This is an optimization exercise on Yosys and OpenROAD, whose aim is small area and a short achievable clock period, not a production implementation. The RTL was checked by simulation tests, not by an equivalence proof against the original design. Power is estimated from default activity; no workload was simulated.

[flow/run.sh]
#!/bin/bash
# Own flow: the standard layout (standard.sh) with these changes:
#  - the port buffers are small buffers (buf_1) instead of the default delay cells;
#  - the timing repair aims for more setup slack than the clock needs;
#  - clock tree synthesis inserts no dummy loads.
# Each ORFS step writes its full log under orfs/logs/.
export BUFFER_PORTS_ARGS="-buffer_cell sky130_fd_sc_hd__buf_1"
export SETUP_SLACK_MARGIN=8.0
export CTS_ARGS="-sink_clustering_enable -repair_clock_nets -dont_use_dummy_load"
bash standard.sh > standard.log 2>&1
[standard.sh]
#!/bin/bash
# synth_recipe.tcl (not shown) runs the flow's synth.tcl, then flattens the netlist and writes it again
# the make line also repeats each setting of config.mk as NAME=value (left out here)
make -C /OpenROAD-flow-scripts/flow DESIGN_CONFIG=/design/flow/config.mk WORK_HOME=/design/flow/orfs CLKGATE_MAP_FILE= SYNTH_SCRIPT=/design/flow/synth_recipe.tcl "${@:-finish}"
[config.mk]
export PLATFORM = sky130hd
export DESIGN_NAME = lcdTimCtrlCore
export DESIGN_NICKNAME = lcdTimCtrlCore
export VERILOG_FILES = /design/flow/design.v
export SDC_FILE = /design/flow/constraint.sdc
export NUM_CORES = 4
export LEC_CHECK = 0
export CAP_MARGIN = 20
export CORE_MARGIN = 2
export CORE_UTILIZATION = 40
export SLEW_MARGIN = 20
export TNS_END_PERCENT = 0
[constraint.sdc]
create_clock -name core_clock -period 11.0 [get_ports {iClkPixel}]
set_input_delay 2.2000 -clock core_clock [delete_from_list [all_inputs] [get_ports {iClkPixel}]]
set_output_delay 2.2000 -clock core_clock [all_outputs]
set_load 0.01 [all_outputs]
[design.v]
`timescale 1ns / 1ps
    module counterFromZeroToLimit #
    (
        parameter integer C_WIDTH = 12,
        parameter integer C_SLOW = 0
    )
    (
        output reg oSync,                       
        output reg oAct,                        
        output wire oSyncNext,
        output wire oActNext,
        output wire [C_WIDTH - 1 : 0] oAddr,    
        output reg oZero,                       
        input wire [C_WIDTH - 1 : 0] iLenSync,
        input wire [C_WIDTH - 1 : 0] iLenBack,
        input wire [C_WIDTH - 1 : 0] iLenAct,
        input wire [C_WIDTH - 1 : 0] iLenFront,
        input wire iAddrEn,
        input wire iClk,
        input wire iRst,
        input wire iEn
    );
    reg front;
    wire back = ~(oSync | oAct | front);
    reg [C_WIDTH - 1 : 0] count;
    wire countEnd = (count == {{(C_WIDTH - 1){1'b1}}, 1'b0});
    wire last;
    wire step = iEn && last;
    assign oSyncNext = step ? front : oSync;
    assign oActNext = step ? back : oAct;
    wire selSync = front || !iRst;
    wire [C_WIDTH - 1 : 0] countLoad;
    always @(posedge iClk) begin
        if (step || !iRst) begin
            count <= countLoad;
        end else begin
            count <= count + iEn;
        end
    end
    generate
        if (C_SLOW) begin : gSlow
            assign countLoad = back ? {C_WIDTH{1'b0}} :
                               ~(({C_WIDTH{oSync && iRst}} & iLenBack) | ({C_WIDTH{oAct}} & iLenFront) |
                                 ({C_WIDTH{selSync}} & iLenSync));
            reg lastReg;
            always @(posedge iClk) begin
                lastReg <= oAct ? (count + 1'b1 == iLenAct) : countEnd;
            end
            assign last = lastReg;
            assign oAddr = count;
        end else begin : gFast
            assign countLoad = ~(({C_WIDTH{oSync && iRst}} & iLenBack) | ({C_WIDTH{back}} & iLenAct) |
                                 ({C_WIDTH{oAct}} & iLenFront) | ({C_WIDTH{selSync}} & iLenSync));
            assign last = countEnd;
            reg [C_WIDTH - 1 : 0] addr;
            always @(posedge iClk) begin
                if (!iRst || (iEn && !(oAct && !last && iAddrEn))) begin
                    addr <= 0;
                end else begin
                    addr <= addr + iEn;
                end
            end
            assign oAddr = addr;
        end
    endgenerate
    always @(posedge iClk or negedge iRst) begin
        if (!iRst) begin
            oSync <= 1'b1;
            oAct <= 1'b0;
            front <= 1'b0;
            oZero <= 1'b1;
        end else if (iEn) begin
            oZero <= last && front;
            if (last) begin
                oSync <= front;
                oAct <= back;
                front <= oAct;
            end
        end
    end
    endmodule
`timescale 1ns / 1ps
    module lcdTimCtrlCore #
    (
        parameter integer C_HOR_WIDTH = 12,
        parameter integer C_VER_WIDTH = 12
    )
    (
        output reg oHSynch,
        output reg oVSynch,
        output reg oEnVideo,
        output wire [C_HOR_WIDTH - 1 : 0] oHAddr,
        output wire [C_VER_WIDTH - 1 : 0] oVAddr,
        input wire [C_HOR_WIDTH - 1 : 0] iHWidth,
        input wire [C_HOR_WIDTH - 1 : 0] iHBackPorch,
        input wire [C_HOR_WIDTH - 1 : 0] iHFrontPorch,
        input wire [C_HOR_WIDTH - 1 : 0] iHResolution,
        input wire iHPolarity,
        input wire [C_VER_WIDTH - 1 : 0] iVWidth,
        input wire [C_VER_WIDTH - 1 : 0] iVBackPorch,
        input wire [C_VER_WIDTH - 1 : 0] iVFrontPorch,
        input wire [C_VER_WIDTH - 1 : 0] iVResolution,
        input wire iVPolarity,
        input wire iEnVideoPolarity,
        input wire iClkPixel,
        input wire iRst,
        input wire iEn
    );
    wire hSync, hAct, hSyncNext, hActNext, hZero;
    wire vSync, vAct, vSyncNext, vActNext, vZero;
    wire [C_VER_WIDTH - 1 : 0] vCount;
    wire vEnabler = iEn && hZero;
    counterFromZeroToLimit #
        (
            .C_WIDTH(C_HOR_WIDTH)
        )HorizontalCounter(
            .oSync(hSync),
            .oAct(hAct),
            .oSyncNext(hSyncNext),
            .oActNext(hActNext),
            .oAddr(oHAddr),
            .oZero(hZero),
            .iLenSync(iHWidth),
            .iLenBack(iHBackPorch),
            .iLenAct(iHResolution),
            .iLenFront(iHFrontPorch),
            .iAddrEn(vAct),
            .iClk(iClkPixel),
            .iRst(iRst),
            .iEn(iEn)
        );
    counterFromZeroToLimit #
        (
            .C_WIDTH(C_VER_WIDTH),
            .C_SLOW(1)
        )VerticalCounter(
            .oSync(vSync),
            .oAct(vAct),
            .oSyncNext(vSyncNext),
            .oActNext(vActNext),
            .oAddr(vCount),
            .oZero(vZero),
            .iLenSync(iVWidth),
            .iLenBack(iVBackPorch),
            .iLenAct(iVResolution),
            .iLenFront(iVFrontPorch),
            .iAddrEn(1'b1),
            .iClk(iClkPixel),
            .iRst(iRst),
            .iEn(vEnabler)
        );
    reg vActOut;
    always @(posedge iClkPixel) begin
        vActOut <= vActNext && iRst;
    end
    assign oVAddr = vCount & {C_VER_WIDTH{vActOut}};
    always @(posedge iClkPixel) begin
        oHSynch <= (hSyncNext || !iRst) ? iHPolarity : ~iHPolarity;
        oVSynch <= (vSyncNext || !iRst) ? iVPolarity : ~iVPolarity;
        oEnVideo <= (hActNext && vActNext && iRst) ? iEnVideoPolarity : ~iEnVideoPolarity;
    end
    endmodule
==> results of run 1 <==
[metal layers]
layer	part of all wire [%]	GRT usage [%]
met5	0	0
met4	0.92	3.914
met3	5.2	3.840
met2	46	31.41
met1	48	27.61
[synthesized netlist by cell type (all sizes together), types with 4 or more instances]
cell type   n
nand4      10
dfrtp       4
nand3      40
dfxtp      41
inv        11
mux2        6
a22oi      12
a21oi      14
buf         8
nor2       22
xor2       28
xnor2      16
nor3        7
a222oi     12
o21ai      25
clkbuf     16
and2       16
nand2      36
ha          8
[cell families (layout without fill, tap and decap cells)]
group | after synthesis | after routing | share of synthesized area, %
DFF | 48 | 48 | 33.10
AOI/OAI and AO/OA | 75 | 75 | 16.94
and+or+nand+nor | 148 | 148 | 26.06
xor gates and xnor gates | 44 | 44 | 12.76
adders and majority gates | 8 | 8 | 3.314
muxes | 6 | 6 | 2.237
buffers and inverters | 35 | 147 | 5.592
[repair_timing]
action	4_1_cts	5_1_grt
gates cloned	0	0
pin swaps	0	5
buffers inserted	0	1
setup endpoints to repair	68	66
gates resized for setup	26	8
[metrics by stage]
step | cell area, um^2 | cells | hold WS [ps] | worst slack (ps) | utilization (%)
2_1_floorplan | 3049 | 364 | 459.3 | 7789 | -
3_3_place_gp | 3540 | 569 | 484.3 | 7046 | 48.54
3_5_place_dp | 3540 | 569 | 483.1 | 6953 | 48.54
4_1_cts | 3656 | 574 | 496.9 | 7779 | 50.14
5_1_grt | 3690 | 575 | 550.6 | 7733 | 50.60
6_report | 3690 | 575 | 493.5 | 7790 | 50.60
[worst max path at each step]
stage,end
after floorplan,oEnVideo
after detailed placement,HorizontalCounter.gFast.addr[10]
after global placement,HorizontalCounter.gFast.addr[11]
after global routing,oVAddr[9]
final,oVAddr[7]
after CTS,oVAddr[10]
[area by class of cell]
class / instances / area [um^2]
clock buffer: 5 / 68.82
sequential: 48 / 1032
inverter: 11 / 41.29
timing repair buffer: 131 / 511.7
fill: 741 / 3602
tap: 99 / 123.9
multi-input combinational: 281 / 1912
[worst min-delay path, cell delays in order, from the launching register on]
cell and delay [ps]:
dfstp_2 370, inv_1 40, o21ai_0 80
[flip-flops by register name, summed over array words and instances, names as in the netlist]
signal,flops
HorizontalCounter.gFast.addr,12
VerticalCounter.front,1
VerticalCounter.oSync,1
HorizontalCounter.oSync,1
oVSynch,1
VerticalCounter.oAct,1
oEnVideo,1
HorizontalCounter.oAct,1
HorizontalCounter.count,12
vActOut,1
HorizontalCounter.oZero,1
oHSynch,1
VerticalCounter.gSlow.lastReg,1
HorizontalCounter.front,1
VerticalCounter.count,12
[power by group through the flow]
stage | Clock (mW) | Combinational (mW) | Sequential, mW
detailed placement | 0 | 0.0556 | 0.203
finish | 0.0925 | 0.0572 | 0.200
floorplan | 0 | 0.0399 | 0.196
global route | 0.102 | 0.0643 | 0.202
global placement | 0 | 0.0549 | 0.203
CTS | 0.0975 | 0.0567 | 0.200
==> impl_metrics.py, run 1 <==
metrics = {
    "run_status": {
        "status": "complete, no violations",
    },
    "power_and_ir_drop": {
        "p_switching_uw": 96.28,
        "power.density_nw_per_um2": 94.73,
        "p_seq_share_pct": 57.2,
        "finalPower_uw": 349.5,
        "vdd_drop_max_mv": 0.04984,
        "leakagePower_nw": 1.278,
        "switching_share_pct": 27.55,
        "p_clk_share_pct": 26.5,
        "intPower_uw": 253.3,
        "p_comb_share_pct": 16.4,
    },
    "cts": {
        "clock_latency_ps": 300,
        "clock-sinks": 48,
        "clkTransAtPathRegs_ps": 70,
        "cts_max_path_buffers": 2,
        "cts_tree": "yes",
        "hold_buffers": 0,
        "cts_made_buffers": 5,
        "cts_max_level": 2,
        "cts-root-buf": "clkbuf_8",
    },
    "worst_setup_path": {
        "rrSetupSlack_ps": 8970,
        "critPathKind": "register to output pin",
        "rr_endpoint": "oHSynch",
        "cpMaxStageDelayCell": "dfxtp_2",
        "cp.depth": 2,
        "start_kind": "register",
        "arrival_ps": 1010,
        "crit_fanout": 9,
        "reg2reg_depth": 6,
        "r2r_start": "HorizontalCounter.count[4]",
        "crit_family": "flip-flops",
        "path_buf_inv": 1,
        "critPathRequiredTime_ps": 8800,
        "worstPathCellList": "and2_1, buf_1",
        "cp_slowest_stage_delay_ps": 440,
        "endpoint_kind": "output pin",
        "crit_start": "VerticalCounter.count[7]",
    },
    "sta": {
        "timing.setup.tns_ps": 0,
        "fmax_mhz": 311.5,
        "finalClockSkew_ps": 20.57,
        "period_needed_ps": 3210,
        "slew_headroom_pct": 54.44,
        "slew_viol_final": 0,
        "hold_viol": 0,
        "setup_viol": 0,
        "rsz0062_at_grt": "yes",
        "max_slew.worst_pin.slew_ps": 683.3,
        "finalCritPeriodShare_pct": 29.18,
    },
    "synth": {
        "syn_area_per_cell_um2": 8.298,
        "synth_enable_flop_cells": 0,
        "syn_nets": 474,
        "synthArstFlopShare_pct": 14.58,
        "synth_ff_type": "dfxtp_1",
        "yosys-top-cells-area": "dfxtp_1, xor2_1, nand3_1, xnor2_1, nand2_1",
        "yosysTopAreaCellShare_pct": 27.17,
        "ys_warn_count": 3,
        "synth_area_leader_cell": "dfxtp_1",
        "synth_area_um2": 3020,
        "yosysSeqAreaShare_pct": 33.10,
        "synth.distinct_cells": 46,
        "synth_cells": 364,
        "ys_ff_latch": 48,
    },
    "grt": {
        "grt_pass1_vias": 2881,
        "grt_start_max_net_pins": 26,
        "globalRouteOverflowTotal": 0,
        "antenna_found_initial": 0,
        "grt_use_total_pct": 19.62,
        "grt_pass1_wl_um": 13600,
    },
    "finish": {
        "final_cell_mix": "buf_1, nand3_1, nand2_1",
        "drive_above_1_share_pct": 10.92,
        "fin_nets": 588,
        "syn2layout_area_growth_pct": 22.16,
        "final_common_cell": "buf_1",
        "num_antenna_cells": 0,
    },
    "routing": {
        "avgViaCountPerCell": 5.383,
        "vias": 3095,
        "first_pass_iters": 5,
        "drt-wirelength-per-cell_um": 14.37,
        "drt_iter0_drc": 174,
        "routed_wl_um": 8265,
        "antenna_left": 0,
        "drc_errors": 0,
    },
    "place": {
        "port_buffers": 128,
        "dpl.hpwl_um": 6201,
        "gp_congestion": 0.9012,
    },
    "die": {
        "die_h_um": 90.90,
        "dieWidth_um": 90.90,
        "die-area_um2": 8262,
        "io_pins": 129,
        "start_util_pct": 41.42,
        "rows": 31,
        "coreArea_um2": 7292,
    },
    "worst_hold_path": {
        "hold_path_end": "HorizontalCounter.oZero",
        "min_delay_path_depth": 2,
        "hp-start": "HorizontalCounter.oZero",
        "hold_path.class": "register to register",
    },
    "flow_run": {
        "max_cap_viol_count": 0,
    },
}
==> run 2: changes to the inputs <==
--- a/flow/run.sh
+++ b/flow/run.sh
@@ -5,6 +5,6 @@
 #  - clock tree synthesis inserts no dummy loads.
 # Each ORFS step writes its full log under orfs/logs/.
 export BUFFER_PORTS_ARGS="-buffer_cell sky130_fd_sc_hd__buf_1"
-export SETUP_SLACK_MARGIN=8.0
+export SETUP_SLACK_MARGIN=7.9
 export CTS_ARGS="-sink_clustering_enable -repair_clock_nets -dont_use_dummy_load"
 bash standard.sh > standard.log 2>&1
==> impl_metrics.py, run 2 <==
metrics = {
    "cts": {
        "hold_buffers": 0,
        "cts_tree": "yes",
        "cts_made_buffers": 5,
        "cts_max_level": 2,
        "clkTransAtPathRegs_ps": 70,
        "clock-sinks": 48,
        "cts_max_path_buffers": 2,
        "cts-root-buf": "clkbuf_8",
        "clock_latency_ps": 300,
    },
    "sta": {
        "period_needed_ps": 3210,
        "finalClockSkew_ps": 20.57,
        "setup_viol": 0,
        "slew_viol_final": 0,
        "rsz0062_at_grt": "yes",
        "worst_slack_ps": 7790,
        "max_slew.worst_pin.slew_ps": 683.3,
        "slew_headroom_pct": 54.44,
        "timing.setup.tns_ps": 0,
        "finalCritPeriodShare_pct": 29.18,
        "hold_viol": 0,
        "fmax_mhz": 311.5,
        "holdWs_ps": 493.5,
    },
    "die": {
        "die_h_um": 90.90,
        "coreArea_um2": 7292,
        "rows": 31,
        "dieWidth_um": 90.90,
        "io_pins": 129,
        "start_util_pct": 41.42,
        "die-area_um2": 8262,
    },
    "finish": {
        "utilization_pct": 50.60,
        "fin_nets": 588,
        "final_common_cell": "buf_1",
        "num_antenna_cells": 0,
        "top_regs": "HorizontalCounter.count x12, HorizontalCounter.gFast.addr x12, VerticalCounter.count x12",
        "drive_above_1_share_pct": 10.92,
        "final_cell_mix": "buf_1, nand3_1, nand2_1",
        "syn2layout_area_growth_pct": 22.16,
        "n_fill_cell": 741,
    },
    "synth": {
        "yosysMostFrequentCell": "dfxtp_1",
        "synth_ff_type": "dfxtp_1",
        "yosys-top-cells-area": "dfxtp_1, xor2_1, nand3_1, xnor2_1, nand2_1",
        "synth_enable_flop_cells": 0,
        "syn_area_per_cell_um2": 8.298,
        "synth.distinct_cells": 46,
        "synthArstFlopShare_pct": 14.58,
        "synth.cells.most_frequent": "dfxtp_1, nand3_1, nand2_1, xor2_1, o21ai_0",
        "ys_ff_latch": 48,
        "ys_warn_count": 3,
        "yosysTopAreaCellShare_pct": 27.17,
        "synth_area_leader_cell": "dfxtp_1",
        "synth_cells": 364,
        "syn_nets": 474,
        "synth_area_um2": 3020,
        "yosysSeqAreaShare_pct": 33.10,
    },
    "place": {
        "gp_congestion": 0.9012,
        "dpl.hpwl_um": 6201,
        "port_buffers": 128,
        "pre_cts_ws_ps": 6953,
    },
    "routing": {
        "drt_iter0_drc": 174,
        "drt-wirelength-per-cell_um": 14.37,
        "antenna_left": 0,
        "drc_errors": 0,
        "vias": 3095,
        "avgViaCountPerCell": 5.383,
        "first_pass_iters": 5,
        "routed_wl_um": 8265,
    },
    "worst_setup_path": {
        "start_kind": "register",
        "crit_fanout": 9,
        "arrival_ps": 1010,
        "critPathRequiredTime_ps": 8800,
        "critPathKind": "register to output pin",
        "endpoint_kind": "output pin",
    },
    "grt": {
        "globalRouteOverflowTotal": 0,
        "grt_pass1_vias": 2881,
        "antenna_found_initial": 0,
        "grt_start_max_net_pins": 26,
        "grt_use_total_pct": 19.62,
        "grt_pass1_wl_um": 13600,
    },
    "run_status": {
        "status": "complete, no violations",
    },
    "power_and_ir_drop": {
        "finalPower_uw": 349.5,
        "vdd_drop_max_mv": 0.04984,
        "power.density_nw_per_um2": 94.73,
        "leakagePower_nw": 1.278,
    },
    "flow_run": {
        "max_cap_viol_count": 0,
    },
    "worst_hold_path": {
        "hold_path.class": "register to register",
    },
}
run 2: power by group:
part | switching, mW | internal (mW) | leakage, nW
combinational | 0.0292 | 0.0280 | 0.812
sequential | 0.0157 | 0.184 | 0.430
clock | 0.0514 | 0.0411 | 0.0359
run 2: cell type report:
type	count	area (um^2)	area share [%]
clock buffers	5	68.82	1.865
inverters	11	41.29	1.119
multi-input cells	281	1912	51.81
flip-flops and latches	48	1032	27.98
well taps	99	123.9	3.357
repair buffers	131	511.7	13.87
run 2: worst max-delay path, cell delays in order (launching register included):
cell and delay (ps):
dfxtp_2 440, and2_1 150, buf_1 140
run 2: worst paths after layout:
path | depth (start not counted) | endpoint | slack [ps] | start
max in group asynchronous | 1 | HorizontalCounter.oZero | 8950 | iRst
max | 2 | oVAddr[7] | 7790 | VerticalCounter.count[7]
min reg2reg | 2 | HorizontalCounter.oZero | 490 | HorizontalCounter.oZero
max reg2reg | 6 | oHSynch | 8970 | HorizontalCounter.count[4]
min in group asynchronous | 1 | VerticalCounter.oAct | 1770 | iRst
min | 2 | HorizontalCounter.oZero | 490 | HorizontalCounter.oZero
run 2: stage by stage:
stage          cells  area [um^2]
5_1_grt          575         3690
3_5_place_dp     569         3540
4_1_cts          574         3656
6_report         575         3690
2_1_floorplan    364         3049
3_3_place_gp     569         3540
run 2: routing by layer:
metal | track usage [%] | up-vias | routed length [um]
met4 | 3.914 | 0 | 76
met1 | 27.61 | 1471 | 3938
met5 | 0 | - | 0
li1 | - | 1531 | -
met3 | 3.840 | 9 | 432
met2 | 31.41 | 84 | 3818
run 2: repair_timing:
| item | 4_1_cts | 5_1_grt |
|---|---|---|
| setup buffers | 0 | 1 |
| pin swaps | 0 | 5 |
| endpoints found under the hold margin | 0 | 0 |
| gates resized for setup | 26 | 8 |
| endpoints found under the setup margin | 52 | 58 |
run 2: kinds of logic after synthesis:
kind of cell | Yosys count | synth area share [%]
AO/OA/AOI/OAI | 75 | 16.94
XOR/XNOR | 44 | 12.76
adder cells (fa/ha/maj) | 8 | 3.314
buffers and inverters | 35 | 5.592
flip-flops | 48 | 33.10
multiplexers | 6 | 2.237
AND/OR/NAND/NOR | 148 | 26.06
==> run 3: changes to the inputs <==
--- a/flow/run.sh
+++ b/flow/run.sh
@@ -5,6 +5,6 @@
 #  - clock tree synthesis inserts no dummy loads.
 # Each ORFS step writes its full log under orfs/logs/.
 export BUFFER_PORTS_ARGS="-buffer_cell sky130_fd_sc_hd__buf_1"
-export SETUP_SLACK_MARGIN=7.9
+export SETUP_SLACK_MARGIN=7.8
 export CTS_ARGS="-sink_clustering_enable -repair_clock_nets -dont_use_dummy_load"
 bash standard.sh > standard.log 2>&1
--- a/config.mk
+++ b/config.mk
@@ -9,4 +9,4 @@
 export CORE_MARGIN = 2
 export CORE_UTILIZATION = 40
 export SLEW_MARGIN = 20
-export TNS_END_PERCENT = 0
+export TNS_END_PERCENT = 10
==> impl_metrics.py, run 3 <==
metrics = {
    "run_status": {
        "status": "complete, no violations",
    },
    "cts": {
        "cts_max_level": 2,
        "clkTransAtPathRegs_ps": 90,
        "clock-sinks": 48,
        "cts_tree": "yes",
        "cts_made_buffers": 5,
        "cts-root-buf": "clkbuf_8",
        "clock_latency_ps": 290,
        "cts_max_path_buffers": 2,
    },
    "grt": {
        "grt_pass1_wl_um": 12770,
        "globalRouteOverflowTotal": 0,
        "grt_pass1_vias": 2771,
        "antenna_found_initial": 0,
        "grt_use_total_pct": 18.55,
        "grt_start_max_net_pins": 26,
    },
    "sta": {
        "worst_slack_ps": 7764,
        "rsz0062_at_grt": "yes",
        "timing.setup.tns_ps": 0,
        "finalClockSkew_ps": 14.28,
        "slew_headroom_pct": 56.00,
        "fmax_mhz": 309.0,
        "finalCritPeriodShare_pct": 29.42,
        "setup_viol": 0,
        "max_slew.worst_pin.slew_ps": 660.0,
        "hold_viol": 0,
        "slew_viol_final": 0,
        "period_needed_ps": 3236,
        "holdWs_ps": 485.7,
    },
    "finish": {
        "n_fill_cell": 766,
        "syn2layout_area_growth_pct": 21.58,
        "num_antenna_cells": 0,
        "seq_area_um2": 1017,
        "multi_input_area_um2": 1908,
        "final_cell_mix": "buf_1, nand3_1, nand2_1",
        "fin_nets": 588,
        "final_common_cell": "buf_1",
        "top_regs": "HorizontalCounter.count x12, HorizontalCounter.gFast.addr x12, VerticalCounter.count x12",
        "drive_above_1_share_pct": 10.92,
        "fin_area_um2": 3672,
    },
    "worst_setup_path": {
        "start_kind": "register",
        "cp_slowest_stage_delay_ps": 440,
        "endpoint_kind": "output pin",
        "worstPathCellList": "and2_1, buf_1",
        "cpMaxStageDelayCell": "dfxtp_2",
        "critPathRequiredTime_ps": 8800,
        "arrival_ps": 1040,
        "critPathKind": "register to output pin",
        "crit_fanout": 9,
    },
    "flow_run": {
        "max_cap_viol_count": 0,
    },
    "routing": {
        "avgViaCountPerCell": 5.254,
        "drt_iter0_drc": 189,
        "first_pass_iters": 6,
        "vias": 3021,
        "antenna_left": 0,
        "drc_errors": 0,
        "routed_wl_um": 7867,
        "drt-wirelength-per-cell_um": 13.68,
    },
    "synth": {
        "synthArstFlopShare_pct": 14.58,
        "synth_cells": 364,
        "syn_nets": 474,
        "ys_warn_count": 3,
        "ys_ff_latch": 48,
        "synth.distinct_cells": 46,
        "synth_enable_flop_cells": 0,
        "yosysTopAreaCellShare_pct": 27.17,
        "syn_area_per_cell_um2": 8.298,
        "synth_area_um2": 3020,
        "yosys-top-cells-area": "dfxtp_1, xor2_1, nand3_1, xnor2_1, nand2_1",
        "synth_area_leader_cell": "dfxtp_1",
        "yosysSeqAreaShare_pct": 33.10,
        "synth.cells.most_frequent": "dfxtp_1, nand3_1, nand2_1, xor2_1, o21ai_0",
        "synth_ff_type": "dfxtp_1",
        "yosysMostFrequentCell": "dfxtp_1",
    },
    "die": {
        "dieWidth_um": 90.90,
        "io_pins": 129,
        "start_util_pct": 41.42,
        "die-area_um2": 8262,
        "die_h_um": 90.90,
        "coreArea_um2": 7292,
        "rows": 31,
    },
    "place": {
        "gp_congestion": 0.9181,
        "placed_cell_area_um2": 3520,
        "dpl.hpwl_um": 5966,
        "pre_cts_ws_ps": 6979,
        "port_buffers": 128,
    },
    "power_and_ir_drop": {
        "leakagePower_nw": 1.278,
        "vdd_drop_max_mv": 0.05918,
        "power.density_nw_per_um2": 95.19,
    },
    "worst_hold_path": {
        "hold_path.class": "register to register",
    },
}
==> run 3: what timing repair did <==
item                                    in CTS  in global routing
setup buffers                                0                  1
gates resized for setup                     21                 10
hold buffers                                 0                  0
pin swaps                                    2                  4
endpoints found under the setup margin      51                 50
gates cloned                                 0                  0
==> run 3: worst max-delay path, delay by kind of cell, from the launching register on <==
kind	cells	cell delay, ps
flip-flops	1	440
buffers and inverters	1	140
AND/OR/NAND/NOR	1	150
==> run 3: cell type report <==
class / instances / share of cell area (%)
Inverter: 11 / 1.124
Timing Repair Buffer: 131 / 13.97
Tap cell: 99 / 3.373
Sequential cell: 48 / 27.70
Multi-Input combinational cell: 281 / 51.96
Clock buffer: 5 / 1.874
==> run 3: logic make-up after synthesis <==
| kind of cell | count (synthesis) | share of synthesized area (%) |
|---|---|---|
| fa+ha+maj | 8 | 3.314 |
| xor+xnor | 44 | 12.76 |
| buf+inv | 35 | 5.592 |
| flops | 48 | 33.10 |
| simple gates | 148 | 26.06 |
| mux | 6 | 2.237 |
| compound gates | 75 | 16.94 |
==> run 3: metrics by stage <==
stage	power [mW]	util, %	instances
floorplan	0.2355	-	364
global placement	0.2571	48.27	569
detailed placement	0.2578	48.27	569
CTS	0.3517	49.71	574
global route	0.3715	50.36	575
finish	0.3496	50.36	575
==> run 3: path summary, 6_finish.rpt <==
| path | cells past startpoint | slack (ps) | startpoint | to |
|---|---|---|---|---|
| max reg2reg | 7 | 8970 | VerticalCounter.count[0] | VerticalCounter.gSlow.lastReg |
| min in group asynchronous | 1 | 1810 | iRst | VerticalCounter.front |
| min | 2 | 490 | HorizontalCounter.oZero | HorizontalCounter.oZero |
| min reg2reg | 2 | 490 | HorizontalCounter.oZero | HorizontalCounter.oZero |
| max in group asynchronous | 1 | 8870 | iRst | HorizontalCounter.oZero |
| max | 2 | 7760 | VerticalCounter.count[3] | oVAddr[3] |
==> run 3: where the power goes <==
group	internal [mW]	total (mW)	switching, mW
sequential	0.185	0.200	0.0149
clock	0.0411	0.0934	0.0523
combinational	0.0280	0.0565	0.0285
total	0.254	0.350	0.0957
==> run 3: routing by layer <==
layer	routed length, um	part of all wire [%]	track usage, %
met5	0	0	0
met4	74	0.94	4.293
met3	439	5.6	3.756
met2	3655	46	31.28
met1	3698	47	24.47
==> run 4: changes to the inputs <==
--- a/config.mk
+++ b/config.mk
@@ -9,4 +9,4 @@
 export CORE_MARGIN = 2
 export CORE_UTILIZATION = 40
 export SLEW_MARGIN = 20
-export TNS_END_PERCENT = 10
+export TNS_END_PERCENT = 0
==> impl_metrics.py, run 4 <==
metrics = {
    "finish": {
        "final_common_cell": "buf_1",
        "fin_nets": 587,
        "syn2layout_area_growth_pct": 20.55,
        "seq_area_um2": 1017,
        "multi_input_area_um2": 1888,
        "drive_above_1_share_pct": 10.32,
        "fin_area_um2": 3641,
        "num_antenna_cells": 0,
        "top_regs": "HorizontalCounter.count x12, HorizontalCounter.gFast.addr x12, VerticalCounter.count x12",
        "n_fill_cell": 776,
        "final_cell_mix": "buf_1, nand3_1, nand2_1",
    },
    "die": {
        "dieWidth_um": 90.90,
        "coreArea_um2": 7292,
        "start_util_pct": 41.42,
        "rows": 31,
        "die-area_um2": 8262,
        "io_pins": 129,
        "die_h_um": 90.90,
    },
    "worst_setup_path": {
        "start_kind": "register",
        "crit_fanout": 11,
        "arrival_ps": 1040,
        "critPathRequiredTime_ps": 8800,
        "endpoint_kind": "output pin",
        "critPathKind": "register to output pin",
        "crit_start": "VerticalCounter.count[2]",
        "r2r_start": "VerticalCounter.count[0]",
    },
    "synth": {
        "yosys-top-cells-area": "dfxtp_1, xor2_1, nand3_1, xnor2_1, nand2_1",
        "synthArstFlopShare_pct": 14.58,
        "yosysTopAreaCellShare_pct": 27.17,
        "synth_cells": 364,
        "syn_area_per_cell_um2": 8.298,
        "synth.distinct_cells": 46,
        "ys_warn_count": 3,
        "yosysMostFrequentCell": "dfxtp_1",
        "yosysSeqAreaShare_pct": 33.10,
        "synth_ff_type": "dfxtp_1",
        "synth_area_leader_cell": "dfxtp_1",
        "syn_nets": 474,
        "synth.cells.most_frequent": "dfxtp_1, nand3_1, nand2_1, xor2_1, o21ai_0",
        "synth_enable_flop_cells": 0,
        "ys_ff_latch": 48,
        "synth_area_um2": 3020,
    },
    "grt": {
        "antenna_found_initial": 0,
        "grt_use_total_pct": 18.55,
        "globalRouteOverflowTotal": 0,
        "grt_start_max_net_pins": 26,
        "grt_pass1_vias": 2771,
        "grt_pass1_wl_um": 12770,
    },
    "place": {
        "gp_congestion": 0.9181,
        "port_buffers": 128,
        "dpl.hpwl_um": 5966,
        "pre_cts_ws_ps": 6979,
        "placed_cell_area_um2": 3520,
    },
    "sta": {
        "setup_viol": 0,
        "max_slew.worst_pin.slew_ps": 657.1,
        "finalClockSkew_ps": 12.41,
        "rsz0062_at_grt": "yes",
        "finalCritPeriodShare_pct": 29.42,
        "timing.setup.tns_ps": 0,
        "period_needed_ps": 3237,
        "slew_viol_final": 0,
        "slew_headroom_pct": 56.19,
        "hold_viol": 0,
        "worst_slack_ps": 7764,
        "fmax_mhz": 309.0,
        "holdWs_ps": 486.6,
    },
    "cts": {
        "cts-root-buf": "clkbuf_8",
        "hold_buffers": 0,
        "clock-sinks": 48,
        "clkTransAtPathRegs_ps": 70,
        "cts_max_path_buffers": 2,
        "clock_latency_ps": 290,
        "cts_tree": "yes",
        "cts_max_level": 2,
        "cts_made_buffers": 5,
    },
    "routing": {
        "drt-wirelength-per-cell_um": 13.74,
        "drt_iter0_drc": 184,
        "avgViaCountPerCell": 5.296,
        "vias": 3040,
        "drc_errors": 0,
        "first_pass_iters": 5,
        "routed_wl_um": 7887,
        "antenna_left": 0,
    },
    "power_and_ir_drop": {
        "leakagePower_nw": 1.270,
        "power.density_nw_per_um2": 96.13,
        "finalPower_uw": 350.0,
        "vdd_drop_max_mv": 0.05932,
    },
    "run_status": {
        "status": "complete, no violations",
    },
    "worst_hold_path": {
        "hp-start": "HorizontalCounter.oZero",
        "hold_path.class": "register to register",
    },
    "flow_run": {
        "max_cap_viol_count": 0,
    },
}
-- run 4: report_power, final --
part | internal [mW] | leakage, nW | switching, mW
Sequential | 0.185 | 0.428 | 0.0147
Combinational | 0.0277 | 0.806 | 0.0286
Clock | 0.0411 | 0.0359 | 0.0531
-- run 4: metal layers --
metal	vias up	part of all wire, %	track usage, %
met4	0	0.79	4.293
met1	1409	46	24.47
met3	6	6.2	3.756
met2	95	47	31.28
met5	-	0	0
li1	1530	-	-
-- run 4: worst paths after layout --
path	to	depth (start not counted)	slack, ps
hold reg to reg	HorizontalCounter.oZero	2	490
max in group asynchronous	HorizontalCounter.oZero	1	8890
setup reg to reg	VerticalCounter.gSlow.lastReg	7	8980
setup / recovery	oVAddr[2]	2	7760
min in group asynchronous	VerticalCounter.oAct	1	1800
hold / removal	HorizontalCounter.oZero	2	490
-- run 4: cell type report --
cell class	instances	area share [%]
well taps	99	3.402
multi-input cells	281	51.86
inverters	11	1.134
repair buffers	130	13.78
flip-flops and latches	48	27.94
clock buffers	5	1.890
-- run 4: critical path, stage by stage (launching register included) --
cell	delay, ps
dfxtp_2	450
and2_1	160
buf_1	140
-- run 4: per-stage QoR --
stage / cells / util [%]
5_1_grt: 574 / 49.93
4_1_cts: 574 / 49.71
6_report: 574 / 49.93
3_3_place_gp: 569 / 48.27
2_1_floorplan: 364 / -
3_5_place_dp: 569 / 48.27
-- run 4: cell families after synthesis --
logic type	share of synthesized area [%]
buffers and inverters	5.592
adder cells (fa/ha/maj)	3.314
multiplexers	2.237
XOR/XNOR	12.76
AND/OR/NAND/NOR	26.06
flip-flops	33.10
AO/OA/AOI/OAI	16.94
-- run 4: timing repair --
action	in CTS	in global routing
setup buffers	0	0
endpoints found under the setup margin	51	50
pin swaps	2	0
resized for setup	21	5
==> run 5: changes to the inputs <==
--- a/config.mk
+++ b/config.mk
@@ -7,6 +7,6 @@
 export LEC_CHECK = 0
 export CAP_MARGIN = 20
 export CORE_MARGIN = 2
-export CORE_UTILIZATION = 40
+export CORE_UTILIZATION = 50
 export SLEW_MARGIN = 20
 export TNS_END_PERCENT = 0
==> impl_metrics.py, run 5 <==
metrics = {
    "die": {
        "dieWidth_um": 81.72,
        "die-area_um2": 6678,
        "coreArea_um2": 5886,
        "io_pins": 129,
        "start_util_pct": 51.32,
        "rows": 28,
        "die_h_um": 81.72,
    },
    "synth": {
        "yosys-top-cells-area": "dfxtp_1, xor2_1, nand3_1, xnor2_1, nand2_1",
        "synth_top_family_by_area": "simple AND/OR/NAND/NOR gates",
        "yosysSeqAreaShare_pct": 33.10,
        "synth_xor_area_share_pct": 12.76,
        "synth_area_um2": 3020,
        "synth_mux_area_share_pct": 2.237,
        "synth_cells": 364,
        "synth-compound-area-share_pct": 16.94,
        "synth.cells.most_frequent": "dfxtp_1, nand3_1, nand2_1, xor2_1, o21ai_0",
        "yosysTopAreaCellShare_pct": 27.17,
        "ys_ff_latch": 48,
        "synth_enable_flop_cells": 0,
        "synth.distinct_cells": 46,
        "synth_ff_type": "dfxtp_1",
        "yosysMostFrequentCell": "dfxtp_1",
        "yosys.area_share.simple_pct": 26.06,
        "ys_warn_count": 3,
        "synth_area_leader_cell": "dfxtp_1",
        "synthArstFlopShare_pct": 14.58,
        "synthAdderAreaFrac_pct": 3.314,
        "syn_area_per_cell_um2": 8.298,
        "syn_nets": 474,
    },
    "grt": {
        "met3_usage_pct": 3.187,
        "grt_pass1_vias": 2606,
        "use_met2_pct": 39.35,
        "grt_pass1_wl_um": 11590,
        "grt_most_used_layer": "met2",
        "grt_start_max_net_pins": 26,
        "antenna_found_initial": 0,
        "grt_use_total_pct": 21.97,
        "globalRouteOverflowTotal": 0,
        "met1_usage_pct": 27.25,
    },
    "cts": {
        "cts-root-buf": "clkbuf_8",
        "cts_made_buffers": 5,
        "clkTransAtPathRegs_ps": 100,
        "cts_tree": "yes",
        "cts_max_path_buffers": 2,
        "clock-sinks": 48,
        "clock_latency_ps": 300,
        "cts_max_level": 2,
        "hold_buffers": 0,
    },
    "sta": {
        "period_needed_ps": 3181,
        "slew_viol_final": 0,
        "holdWs_ps": 492.8,
        "hold_viol": 0,
        "slew_headroom_pct": 53.54,
        "max_slew.worst_pin.slew_ps": 693.1,
        "setup_viol": 0,
        "rsz0062_at_grt": "yes",
        "fmax_mhz": 314.4,
        "timing.setup.tns_ps": 0,
        "finalCritPeriodShare_pct": 28.92,
        "finalClockSkew_ps": 22.56,
    },
    "finish": {
        "fin_cells": 558,
        "fin_area_um2": 3731,
        "top_regs": "HorizontalCounter.count x12, HorizontalCounter.gFast.addr x12, VerticalCounter.count x12",
        "final_common_cell": "buf_1",
        "drive_above_1_share_pct": 13.25,
        "syn2layout_area_growth_pct": 23.53,
        "final_cell_mix": "buf_1, nand3_1, nand2_1",
        "fin_nets": 595,
        "num_antenna_cells": 0,
    },
    "worst_setup_path": {
        "rrSetupSlack_ps": 9000,
        "start_kind": "register",
        "reg2reg_depth": 5,
        "r2r_start": "VerticalCounter.oAct",
        "endpoint_kind": "output pin",
        "rr_endpoint": "oEnVideo",
        "critPathRequiredTime_ps": 8800,
        "crit_fanout": 9,
        "arrival_ps": 980,
        "critPathKind": "register to output pin",
    },
    "routing": {
        "drc_errors": 0,
        "drt_iter0_drc": 133,
        "routed_wl_um": 7546,
        "avgViaCountPerCell": 5.389,
        "drt-wirelength-per-cell_um": 13.52,
        "antenna_left": 0,
        "vias": 3007,
        "first_pass_iters": 5,
    },
    "power_and_ir_drop": {
        "finalPower_uw": 352.6,
        "leakagePower_nw": 1.321,
        "power.density_nw_per_um2": 94.51,
        "vdd_drop_max_mv": 0.05562,
    },
    "place": {
        "dpl.hpwl_um": 5566,
        "placed_cells": 544,
        "gp_congestion": 0.8326,
        "placed_cell_area_um2": 3487,
        "port_buffers": 128,
    },
    "run_status": {
        "status": "complete, no violations",
    },
    "flow_run": {
        "max_cap_viol_count": 0,
    },
    "worst_hold_path": {
        "hold_path_end": "HorizontalCounter.oZero",
        "hold_path.class": "register to register",
        "min_delay_path_depth": 2,
        "hp-start": "HorizontalCounter.oZero",
    },
}
run 5: cell counts after synthesis:
No cell type changed its count.
run 5: through the flow:
step | utilization, % | worst slack (ps)
after detailed placement | 59.25 | 6981
final | 63.39 | 7819
after global routing | 63.39 | 7766
after floorplan | - | 7739
after global placement | 59.16 | 7062
after CTS | 60.84 | 7700
run 5: timing repair:
action | in CTS | in global routing
setup endpoints to repair | 50 | 51
hold endpoints to repair | 0 | 0
pin swaps | 1 | 3
gates resized for setup | 12 | 37
setup buffers | 1 | 8
run 5: cells by family after synthesis:
group | count (synthesis)
AND/OR/NAND/NOR | 148
AO/OA/AOI/OAI | 75
flip-flops | 48
XOR/XNOR | 44
buffers and inverters | 35
adder cells (fa/ha/maj) | 8
multiplexers | 6
run 5: per-layer routing:
metal | share of wire, % | vias to the layer above
met4 | 0.74 | 0
met3 | 4.9 | 7
met2 | 53 | 83
met1 | 41 | 1374
li1 | - | 1543
met5 | 0 | -
run 5: cell type report:
class	instances	area, um^2
well taps	75	93.84
flip-flops and latches	48	1046
inverters	11	41.29
repair buffers	138	570.5
clock buffers	5	68.82
fillers	550	2155
multi-input cells	281	1911
run 5: critical path: stages (launching register included):
cell and delay (ps):
dfxtp_4 410, and2_1 140, buf_1 150
run 5: worst max path at each step:
stage	start	to	depth (start not counted)
after floorplan	iEn	VerticalCounter.count[11]	8
after global placement	iRst	HorizontalCounter.gFast.addr[11]	4
after detailed placement	iRst	HorizontalCounter.gFast.addr[11]	4
after CTS	VerticalCounter.count[5]	oVAddr[5]	2
after global routing	vActOut	oVAddr[10]	2
final	VerticalCounter.count[3]	oVAddr[3]	2
run 5: where the power goes:
part	internal, mW	leakage (nW)	switching, mW
sequential	0.184	0.432	0.0141
clock	0.0411	0.0359	0.0534
combinational	0.0303	0.853	0.0300
total	0.255	1.32	0.0975

-- static timing again, ports no longer ideal --
How much do the figures lean on ideal ports? The routed layouts below were timed once more, with nothing changed but the port constraints. Step 1 sets driving cells, clkbuf_16 on the clock port and buf_2 on the other inputs (assumed; they add their load-dependent delay and slew). Step 2 times the ports against the registers' clock, not the clock port: input delays grow and output delays shrink by t, the midpoint of the rising clock arrivals with the driver on. Three values: ideal, step 1, step 2; two values: the first two.
| run | shift t [ns] | setup slack, ns | worst setup path after step 2 | latest minus earliest clock arrival (ns) | pins driven straight from the clock port |
|---|---|---|---|---|---|
| run 1 | 0.315 | 7.790 / 7.763 / 7.525 | input to register | 0.020 / 0.020 | 1 |
| run 2 | 0.315 | 7.790 / 7.763 / 7.525 | input to register | 0.020 / 0.020 | 1 |
| run 3 | 0.314 | 7.764 / 7.737 / 7.459 | input to register | 0.015 / 0.015 | 1 |
| run 4 | 0.316 | 7.764 / 7.736 / 7.471 | input to register | 0.013 / 0.013 | 1 |
| run 5 | 0.319 | 7.819 / 7.791 / 7.536 | input to register | 0.023 / 0.023 | 1 |
After both steps every run listed still meets setup and hold. The setup slack of run 3, which loses most, moves by -0.027 ns with the drivers and by -0.305 ns with both steps.
